Background: an optimization exercise with open tools, aiming at small area. Do not read the settings as production practice. Function was checked by simulation only, so behaviour that the tests miss may differ from the original.

Setup of epsilon:
==> flow/design.v <==
module ascon_sbox (
  input  logic [127:0] state_in,
  output logic [126:0] state_out
);
  logic [31:0] a0, a1, a2, a3, b0, b1, b2, b3;
  assign {a3, a2, a1, a0} = state_in;
  assign b0 = (~a3 & a1) ^ a0;
  assign b1 = (~a0 & a2) ^ a1;
  assign b2 = (~a1 & a3) ^ a2;
  assign b3 = (~a2 & a0) ^ a3;
  assign state_out = {b3, b2[31:1], b1, b0[31:1], b0[0] ^ b2[0]};
endmodule
module ascon_add_constant #(
  parameter int N = 1,
  parameter bit ZERO64 = 1,
  parameter int B = 4
) (
  input  logic [127:0] state_in,
  output logic [127:0] state_out
);
  function automatic logic [63:0] rc(input int n);
    case (n)
      1:  rc = 64'h13198a2e03707344;
      2:  rc = 64'ha4093822299f31d0;
      3:  rc = 64'h082efa98ec4e6c89;
      4:  rc = 64'h9b05688c2b3e6c1f;
      5:  rc = 64'h7b978c9dd695f5c5;
      6:  rc = 64'h97d4f3c3c5b0e3c6;
      7:  rc = 64'hbefa4f7e679f25fe;
      8:  rc = 64'h6dfe1e62b4f1c395;
      9:  rc = 64'hc11e1edb4b76f39b;
      10: rc = 64'h0f1d32c4d6b70858;
      11: rc = 64'h3d93dda3e2787c13;
      default: rc = 64'h0;
    endcase
  endfunction
  localparam logic [63:0] K = rc(N);
  localparam int W = ZERO64 ? 64 : 128;
  localparam int NB = W / B;
  function automatic int log2up(input int n);
    log2up = 0;
    while ((1 << log2up) < n) log2up++;
  endfunction
  localparam int LV = log2up(NB);
  localparam logic [127:0] KK = {64'h0, K};
  logic [W-1:0] g, t, p, c, sum;
  logic [NB-1:0] bg, bt;
  logic [NB-1:0] pg [0:LV];
  logic [NB-1:0] pt [0:LV];
  logic [NB:0] bc;
  genvar i, j, l;
  generate
    for (i = 0; i < W; i++) begin : g_gt
      if (KK[i]) begin : g_one
        assign g[i] = state_in[i];
        assign t[i] = 1'b1;
        assign p[i] = ~state_in[i];
      end else begin : g_zero
        assign g[i] = 1'b0;
        assign t[i] = state_in[i];
        assign p[i] = state_in[i];
      end
    end
    for (j = 0; j < NB; j++) begin : g_blk
      logic [B:0] gc, tc;
      assign gc[0] = 1'b0;
      assign tc[0] = 1'b1;
      for (i = 0; i < B; i++) begin : g_in
        assign gc[i+1] = g[j*B+i] | (t[j*B+i] & gc[i]);
        assign tc[i+1] = t[j*B+i] & tc[i];
        assign c[j*B+i] = gc[i] | (tc[i] & bc[j]);
      end
      assign bg[j] = gc[B];
      assign bt[j] = tc[B];
    end
    assign pg[0] = bg;
    assign pt[0] = bt;
    for (l = 0; l < LV; l++) begin : g_lv
      for (j = 0; j < NB; j++) begin : g_node
        if ((j >> l) & 1) begin : g_comb
          localparam int S = ((j >> l) << l) - 1;
          assign pg[l+1][j] = pg[l][j] | (pt[l][j] & pg[l][S]);
          assign pt[l+1][j] = pt[l][j] & pt[l][S];
        end else begin : g_pass
          assign pg[l+1][j] = pg[l][j];
          assign pt[l+1][j] = pt[l][j];
        end
      end
    end
    assign bc[0] = 1'b0;
    assign bc[NB:1] = pg[LV];
  endgenerate
  assign sum = p ^ c;
  generate
    if (ZERO64) begin : g_low
      assign state_out = {state_in[127:65], bc[NB], sum};
    end else begin : g_full
      assign state_out = sum;
    end
  endgenerate
endmodule
module ascon_round #(
  parameter int N = 1,
  parameter bit ZERO64 = 1
) (
  input  logic [127:0] state_in,
  output logic [126:0] state_out
);
  logic [127:0] a;
  generate
    if (N == 0) begin : g_nc
      assign a = state_in;
    end else begin : g_c
      ascon_add_constant #(.N(N), .ZERO64(ZERO64)) add_i (.state_in(state_in), .state_out(a));
    end
  endgenerate
  ascon_sbox sbox_i (.state_in(a), .state_out(state_out));
endmodule
module ascon_initialization (
  input  logic clk,
  input  logic rst,
  input  logic enable,
  input  logic [127:0] key,
  input  logic [127:0] nonce,
  output logic [127:0] state_out
);
  logic [126:0] r0, p0, iv;
  ascon_round #(.N(0), .ZERO64(0)) round_i (.state_in(key ^ nonce), .state_out(r0));
  always_ff @(posedge clk or posedge rst) begin
    if (rst) begin
      p0 <= '0;
      iv <= '0;
    end else if (enable) begin
      p0 <= r0;
      iv <= p0;
    end
  end
  assign state_out = {iv[126:64], 1'b0, iv[63:0]};
endmodule
module ascon_key_schedule (
  input  logic clk,
  input  logic rst,
  input  logic enable,
  input  logic [127:0] state,
  input  logic [127:0] key,
  input  logic kv,
  output logic [127:0] state_out
);
  logic [63:0] k0, k1, k2, k3, k4;       
  logic [63:0] k0h, k1h, k2h, k3h, k4h;   
  logic [127:0] t;
  logic [31:0] x, y;
  assign x = state[31:0] ^ state[95:64];
  assign y = state[63:32] ^ state[127:96];
  always_ff @(posedge clk or posedge rst) begin
    if (rst) begin
      k0 <= '0;
      k1 <= '0;
      k2 <= '0;
      k3 <= '0;
      k4 <= '0;
      t  <= '0;
    end else if (enable) begin
      k0 <= key[63:0] ^ state[63:0];
      k1 <= k0 ^ {y, x};
      k2 <= k1 ^ {state[95:64], y};
      k3 <= k2 ^ {state[127:96], x};
      k4 <= k3 ^ {state[95:64], state[127:96]};
      t  <= {k4h & {64{kv}}, k4} ^ (t >> 8);
    end
  end
  always_ff @(posedge clk) begin
    if (enable) begin
      k0h <= key[127:64] ^ state[127:64];
      k1h <= k0h;
      k2h <= k1h;
      k3h <= k2h;
      k4h <= k3h;
    end
  end
  assign state_out = t;
endmodule
module ascon_finalization (
  input  logic clk,
  input  logic rst,
  input  logic enable,
  input  logic [3:0] age,
  input  logic [126:0] state,
  output logic [127:0] state_out
);
  logic [126:0] f, nxt;
  logic [127:0] zv;
  always_comb begin
    case (age)
      4'd0:    zv = 128'h00000000000000008080808080808080;
      4'd1:    zv = 128'he2787c1300000000bd135d235f6b2130;
      4'd2:    zv = 128'h6a95bef792060810cc3190e834a2260f;
      4'd3:    zv = 128'hfae257c72964a218850f2dd75689d808;
      4'd4:    zv = 128'h9c37343302f5e0947c880e2ae24ada8d;
      4'd5:    zv = 128'hd9303262468f67b439c4189ba67b4d4d;
      4'd6:    zv = 128'h41ae404c98543c066c2221ddb5d85d97;
      4'd7:    zv = 128'h256028dbfbfd77b445ac0e039b31516c;
      4'd8:    zv = 128'h120c2004bdfd4f7cf2880af35d79658b;
      4'd9:    zv = 128'h02a0488bfd6fe27caf74974250bb3db5;
      4'd10:   zv = 128'h9a322888cfefd3f6e64e0e40b393f53e;
      default: zv = {state[126:64], 1'b0, state[63:0] ^ 64'h8080808080808080};
    endcase
  end
  assign nxt = {zv[127:65], zv[63:0]};
  always_ff @(posedge clk or posedge rst) begin
    if (rst) begin
      f   <= '0;
    end else if (enable) begin
      f <= nxt;
    end
  end
  assign state_out = {f[126:64], 1'b0, f[63:0]};
endmodule
module ascon_128 (
  input  logic clk,
  input  logic rst,
  input  enable,
  input  logic [127:0] key,
  input  logic [127:0] nonce,
  input  logic [127:0] plaintext,
  output logic [127:0] ciphertext
);
  logic [127:0] initialization_state;
  logic [127:0] key_schedule_state;
  logic [126:0] round_next [1:11];
  logic [126:0] round_state [1:11];
  logic [3:0] age;
  always_ff @(posedge clk or posedge rst) begin
    if (rst) begin
      age <= 4'd0;
    end else if (enable && age != 4'd11) begin
      age <= age + 4'd1;
    end
  end
  ascon_initialization init_inst (
    .clk(clk), .rst(rst), .enable(enable),
    .key(key), .nonce(nonce), .state_out(initialization_state)
  );
  ascon_key_schedule ks_inst (
    .clk(clk), .rst(rst), .enable(enable),
    .state(initialization_state), .key(key), .kv(age >= 4'd5), .state_out(key_schedule_state)
  );
  ascon_round #(.N(1), .ZERO64(0)) round1 (
    .state_in(key_schedule_state ^ plaintext), .state_out(round_next[1])
  );
  genvar i;
  generate
    for (i = 2; i <= 11; i = i + 1) begin : g_round
      ascon_round #(.N(i), .ZERO64(1)) round_inst (
        .state_in({round_state[i-1][126:64], 1'b0, round_state[i-1][63:0]}),
        .state_out(round_next[i])
      );
    end
  endgenerate
  always_ff @(posedge clk) begin
    if (enable) begin
      for (int n = 1; n <= 11; n++) round_state[n] <= round_next[n];
    end
  end
  ascon_finalization final_inst (
    .clk(clk), .rst(rst), .enable(enable),
    .age(age), .state(round_state[11]), .state_out(ciphertext)
  );
endmodule
clock: 5.0 ns
lec_check: 0
cap_margin: 20
core_margin: 2
core_utilization: 60
slew_margin: 20
standard.sh (not shown) runs the stock make flow with config.mk's settings and CLKGATE_MAP_FILE= SYNTH_SCRIPT=/design/flow/synth_recipe.tcl, a recipe that flattens the netlist after the stock synthesis.
==> flow/flow/run.sh <==
#!/bin/bash
# The standard layout (standard.sh: standard synthesis, floorplan, power
# grid, tap cells, placement, CTS, routing), with two choices changed:
#  - every port is buffered with a sky130_fd_sc_hd__buf_1 cell;
#  - CTS clusters at most 30 flip-flops within 60 um per leaf buffer and
#    inserts no dummy loads.
# make's full output (every tool's output) goes to flow.log here; ORFS keeps
# each step's log under orfs/logs/.
set -euo pipefail
bash standard.sh \
  "BUFFER_PORTS_ARGS=-buffer_cell sky130_fd_sc_hd__buf_1" \
  "CTS_ARGS=-sink_clustering_enable -repair_clock_nets -dont_use_dummy_load -sink_clustering_size 30 -sink_clustering_max_diameter 60" \
  finish > flow.log 2>&1
Inputs modified between epsilon and gamma:
-- flow/design.v --
<<< epsilon, line 144
  input  logic [127:0] state,
  input  logic [127:0] key,
  input  logic kv,
  output logic [127:0] state_out
);
  logic [63:0] k0, k1, k2, k3, k4;       
  logic [63:0] k0h, k1h, k2h, k3h, k4h;   
  logic [127:0] t;
  logic [31:0] x, y;
  assign x = state[31:0] ^ state[95:64];
>>> gamma, line 144
  input  logic [127:0] state,
  input  logic [127:0] key,
  output logic [127:0] state_out
);
  logic [127:0] k0, k1, k2, k3, k4, t;
  logic [31:0] x, y;
  assign x = state[31:0] ^ state[95:64];
<<< epsilon, line 162
      t  <= '0;
    end else if (enable) begin
      k0 <= key[63:0] ^ state[63:0];
      k1 <= k0 ^ {y, x};
      k2 <= k1 ^ {state[95:64], y};
      k3 <= k2 ^ {state[127:96], x};
      k4 <= k3 ^ {state[95:64], state[127:96]};
      t  <= {k4h & {64{kv}}, k4} ^ (t >> 8);
    end
  end
  always_ff @(posedge clk) begin
    if (enable) begin
      k0h <= key[127:64] ^ state[127:64];
      k1h <= k0h;
      k2h <= k1h;
      k3h <= k2h;
      k4h <= k3h;
    end
  end
>>> gamma, line 159
      t  <= '0;
    end else if (enable) begin
      k0 <= key ^ state;
      k1 <= k0 ^ {64'h0, y, x};
      k2 <= k1 ^ {64'h0, state[95:64], y};
      k3 <= k2 ^ {64'h0, state[127:96], x};
      k4 <= k3 ^ {64'h0, state[95:64], state[127:96]};
      t  <= k4 ^ (t >> 8);
    end
  end
<<< epsilon, line 185
  input  logic rst,
  input  logic enable,
  input  logic [3:0] age,
  input  logic [126:0] state,
  output logic [127:0] state_out
);
  logic [126:0] f, nxt;
  logic [127:0] zv;
>>> gamma, line 173
  input  logic rst,
  input  logic enable,
  input  logic [126:0] state,
  output logic [127:0] state_out
);
  logic [3:0] age;
  logic [126:0] f, nxt;
  logic [127:0] zv;
<<< epsilon, line 210
  always_ff @(posedge clk or posedge rst) begin
    if (rst) begin
      f   <= '0;
    end else if (enable) begin
      f <= nxt;
    end
>>> gamma, line 198
  always_ff @(posedge clk or posedge rst) begin
    if (rst) begin
      age <= 4'd0;
      f   <= '0;
    end else if (enable) begin
      if (age != 4'd11) age <= age + 4'd1;
      f <= nxt;
    end
<<< epsilon, line 230
  logic [126:0] round_next [1:11];
  logic [126:0] round_state [1:11];
  logic [3:0] age;
  always_ff @(posedge clk or posedge rst) begin
    if (rst) begin
      age <= 4'd0;
    end else if (enable && age != 4'd11) begin
      age <= age + 4'd1;
    end
  end
  ascon_initialization init_inst (
    .clk(clk), .rst(rst), .enable(enable),
>>> gamma, line 220
  logic [126:0] round_next [1:11];
  logic [126:0] round_state [1:11];
  ascon_initialization init_inst (
    .clk(clk), .rst(rst), .enable(enable),
<<< epsilon, line 244
  ascon_key_schedule ks_inst (
    .clk(clk), .rst(rst), .enable(enable),
    .state(initialization_state), .key(key), .kv(age >= 4'd5), .state_out(key_schedule_state)
  );
  ascon_round #(.N(1), .ZERO64(0)) round1 (
>>> gamma, line 226
  ascon_key_schedule ks_inst (
    .clk(clk), .rst(rst), .enable(enable),
    .state(initialization_state), .key(key), .state_out(key_schedule_state)
  );
  ascon_round #(.N(1), .ZERO64(0)) round1 (
<<< epsilon, line 265
  ascon_finalization final_inst (
    .clk(clk), .rst(rst), .enable(enable),
    .age(age), .state(round_state[11]), .state_out(ciphertext)
  );
endmodule
>>> gamma, line 247
  ascon_finalization final_inst (
    .clk(clk), .rst(rst), .enable(enable),
    .state(round_state[11]), .state_out(ciphertext)
  );
endmodule
Findings:
In gamma, mean cell area of the mapped netlist is lower than in epsilon.
Reported for epsilon and gamma, first-pass iteration count of the detailed router turned out identical to the last digit.
| standard-cell row count | lower: epsilon |
Summary of gamma over epsilon: share of the cycle needed by the critical path after routing went down 3.1 points, slack of the critical path went up 150 ps, met3 routed wirelength went down 13%.
gamma vs epsilon — layout clock buffer count climbed slightly
Going from epsilon to gamma, number of global-route vias before repair saw an increase.

* * *

## main
Another version of the RTL of ascon_128 (not shown whole).
For scale: about 2100 flip-flops, ~520 I/O pins, about 110000 um2 of cells after synthesis.
==> module ascon_add_constant, before the edit <==
module ascon_add_constant #(
  parameter int N = 1,
  parameter bit ZERO64 = 1,
  parameter int B = 4
) (
  input  logic [127:0] state_in,
  output logic [127:0] state_out
);
  function automatic logic [63:0] rc(input int n);
    case (n)
      1:  rc = 64'h13198a2e03707344;
      2:  rc = 64'ha4093822299f31d0;
      3:  rc = 64'h082efa98ec4e6c89;
      4:  rc = 64'h9b05688c2b3e6c1f;
      5:  rc = 64'h7b978c9dd695f5c5;
      6:  rc = 64'h97d4f3c3c5b0e3c6;
      7:  rc = 64'hbefa4f7e679f25fe;
      8:  rc = 64'h6dfe1e62b4f1c395;
      9:  rc = 64'hc11e1edb4b76f39b;
      10: rc = 64'h0f1d32c4d6b70858;
      11: rc = 64'h3d93dda3e2787c13;
      default: rc = 64'h0;
    endcase
  endfunction
  localparam logic [63:0] K = rc(N);
  localparam int W = ZERO64 ? 64 : 128;
  localparam int NB = W / B;
  function automatic int log2up(input int n);
    log2up = 0;
    while ((1 << log2up) < n) log2up++;
  endfunction
  localparam int LV = log2up(NB);
  localparam logic [127:0] KK = {64'h0, K};
  logic [W-1:0] g, t, p, c, sum;
  logic [NB-1:0] bg, bt;
  logic [NB-1:0] pg [0:LV];
  logic [NB-1:0] pt [0:LV];
  logic [NB:0] bc;
  genvar i, j, l;
  generate
    for (i = 0; i < W; i++) begin : g_gt
      if (KK[i]) begin : g_one
        assign g[i] = state_in[i];
        assign t[i] = 1'b1;
        assign p[i] = ~state_in[i];
      end else begin : g_zero
        assign g[i] = 1'b0;
        assign t[i] = state_in[i];
        assign p[i] = state_in[i];
      end
    end
    for (j = 0; j < NB; j++) begin : g_blk
      logic [B:0] gc, cc;
      assign gc[0] = 1'b0;
      assign cc[0] = bc[j];
      for (i = 0; i < B; i++) begin : g_in
        assign gc[i+1] = g[j*B+i] | (t[j*B+i] & gc[i]);
        assign cc[i+1] = g[j*B+i] | (t[j*B+i] & cc[i]);
        assign c[j*B+i] = cc[i];
      end
      assign bg[j] = gc[B];
      assign bt[j] = &t[j*B +: B];
    end
    assign pg[0] = bg;
    assign pt[0] = bt;
    for (l = 0; l < LV; l++) begin : g_lv
      for (j = 0; j < NB; j++) begin : g_node
        if ((j >> l) & 1) begin : g_comb
          localparam int S = ((j >> l) << l) - 1;
          assign pg[l+1][j] = pg[l][j] | (pt[l][j] & pg[l][S]);
          assign pt[l+1][j] = pt[l][j] & pt[l][S];
        end else begin : g_pass
          assign pg[l+1][j] = pg[l][j];
          assign pt[l+1][j] = pt[l][j];
        end
      end
    end
    assign bc[0] = 1'b0;
    assign bc[NB:1] = pg[LV];
  endgenerate
  assign sum = p ^ c;
  generate
    if (ZERO64) begin : g_low
      assign state_out = {state_in[127:65], bc[NB], sum};
    end else begin : g_full
      assign state_out = sum;
    end
  endgenerate
endmodule
==> flow/config.mk <==
export PLATFORM = sky130hd
export DESIGN_NAME = ascon_128
export DESIGN_NICKNAME = ascon_128
export VERILOG_FILES = /design/flow/design.v
export SDC_FILE = /design/flow/constraint.sdc
export NUM_CORES = 4
export LEC_CHECK = 0
export CAP_MARGIN = 20
export CORE_MARGIN = 2
export CORE_UTILIZATION = 72
export SLEW_MARGIN = 20
==> flow/constraint.sdc <==
create_clock -name core_clock -period 5.0 [get_ports {clk}]
set_input_delay 1.0000 -clock core_clock [delete_from_list [all_inputs] [get_ports {clk}]]
set_output_delay 1.0000 -clock core_clock [all_outputs]
set_load 0.01 [all_outputs]
Scripts as last shown in full above: flow/flow/run.sh
The following lists how the feature branch was set up differently from main:
-- flow/design.v --
<<< main, line 72
    end
    for (j = 0; j < NB; j++) begin : g_blk
      logic [B:0] gc, cc;
      assign gc[0] = 1'b0;
      assign cc[0] = bc[j];
      for (i = 0; i < B; i++) begin : g_in
        assign gc[i+1] = g[j*B+i] | (t[j*B+i] & gc[i]);
        assign cc[i+1] = g[j*B+i] | (t[j*B+i] & cc[i]);
        assign c[j*B+i] = cc[i];
      end
      assign bg[j] = gc[B];
      assign bt[j] = &t[j*B +: B];
    end
    assign pg[0] = bg;
>>> the feature branch, line 72
    end
    for (j = 0; j < NB; j++) begin : g_blk
      logic [B:0] gc, tc;
      assign gc[0] = 1'b0;
      assign tc[0] = 1'b1;
      for (i = 0; i < B; i++) begin : g_in
        assign gc[i+1] = g[j*B+i] | (t[j*B+i] & gc[i]);
        assign tc[i+1] = t[j*B+i] & tc[i];
        assign c[j*B+i] = gc[i] | (tc[i] & bc[j]);
      end
      assign bg[j] = gc[B];
      assign bt[j] = tc[B];
    end
    assign pg[0] = bg;
Notes after the runs:
- The feature branch finished all stages; the layout is clean.
- The feature branch ended with more area enclosed by the die boundary than main.
- | post-layout minimum cycle time | the feature branch vs main | better |
- In the flow results for the feature branch and main, the cell area is smaller on main.
- On site row count, the higher figure sits with the feature branch, not main.
- Looking at worst hold slack across all endpoints, the feature branch sits 120 ps higher than main does.
- The number of distinct standard cells referenced by the synthesized netlist of the feature branch exceeds that of main by 20%.
- The feature branch reports a lower sequential area share after synthesis than main does.
- Worst slack at placement was lower in main than in the feature branch.
- Wire: the feature branch routes more than main
- When the feature branch is measured against main, its total routing usage reported by global routing turns out 1.0 points higher.

what the ideal ports hide:
The results above use ideal ports. As a check the final layouts listed here were re-extracted and re-timed, cells and wires unchanged. Step 1 assumes that a clkbuf_16 drives the clock port and a buf_2 every other input. Step 2 moves the port delays by t, midway between the first and last clock arrival at a register: inputs arrive t later, outputs are due t later. That takes back most of the time a late clock gives input paths. Three values: ideal ports, drivers, drivers and shift; two values: the first two.
run	t (ns)	slack for setup (ns)	hold slack, ns
epsilon	0.894	0.245 / 0.245 / 0.186	0.391 / 0.336 / 0.391
gamma	0.895	0.398 / 0.398 / -0.039	0.341 / 0.262 / 0.466
main	0.862	0.178 / 0.178 / -0.265	0.259 / 0.196 / 0.398
the feature branch	0.847	0.289 / 0.289 / 0.276	0.377 / 0.321 / 0.399
Met with ideal ports but missed after step 2: setup timing in gamma and main. The setup slack of main, which loses most, moves by 0.000 ns with the drivers and by -0.443 ns with both steps.
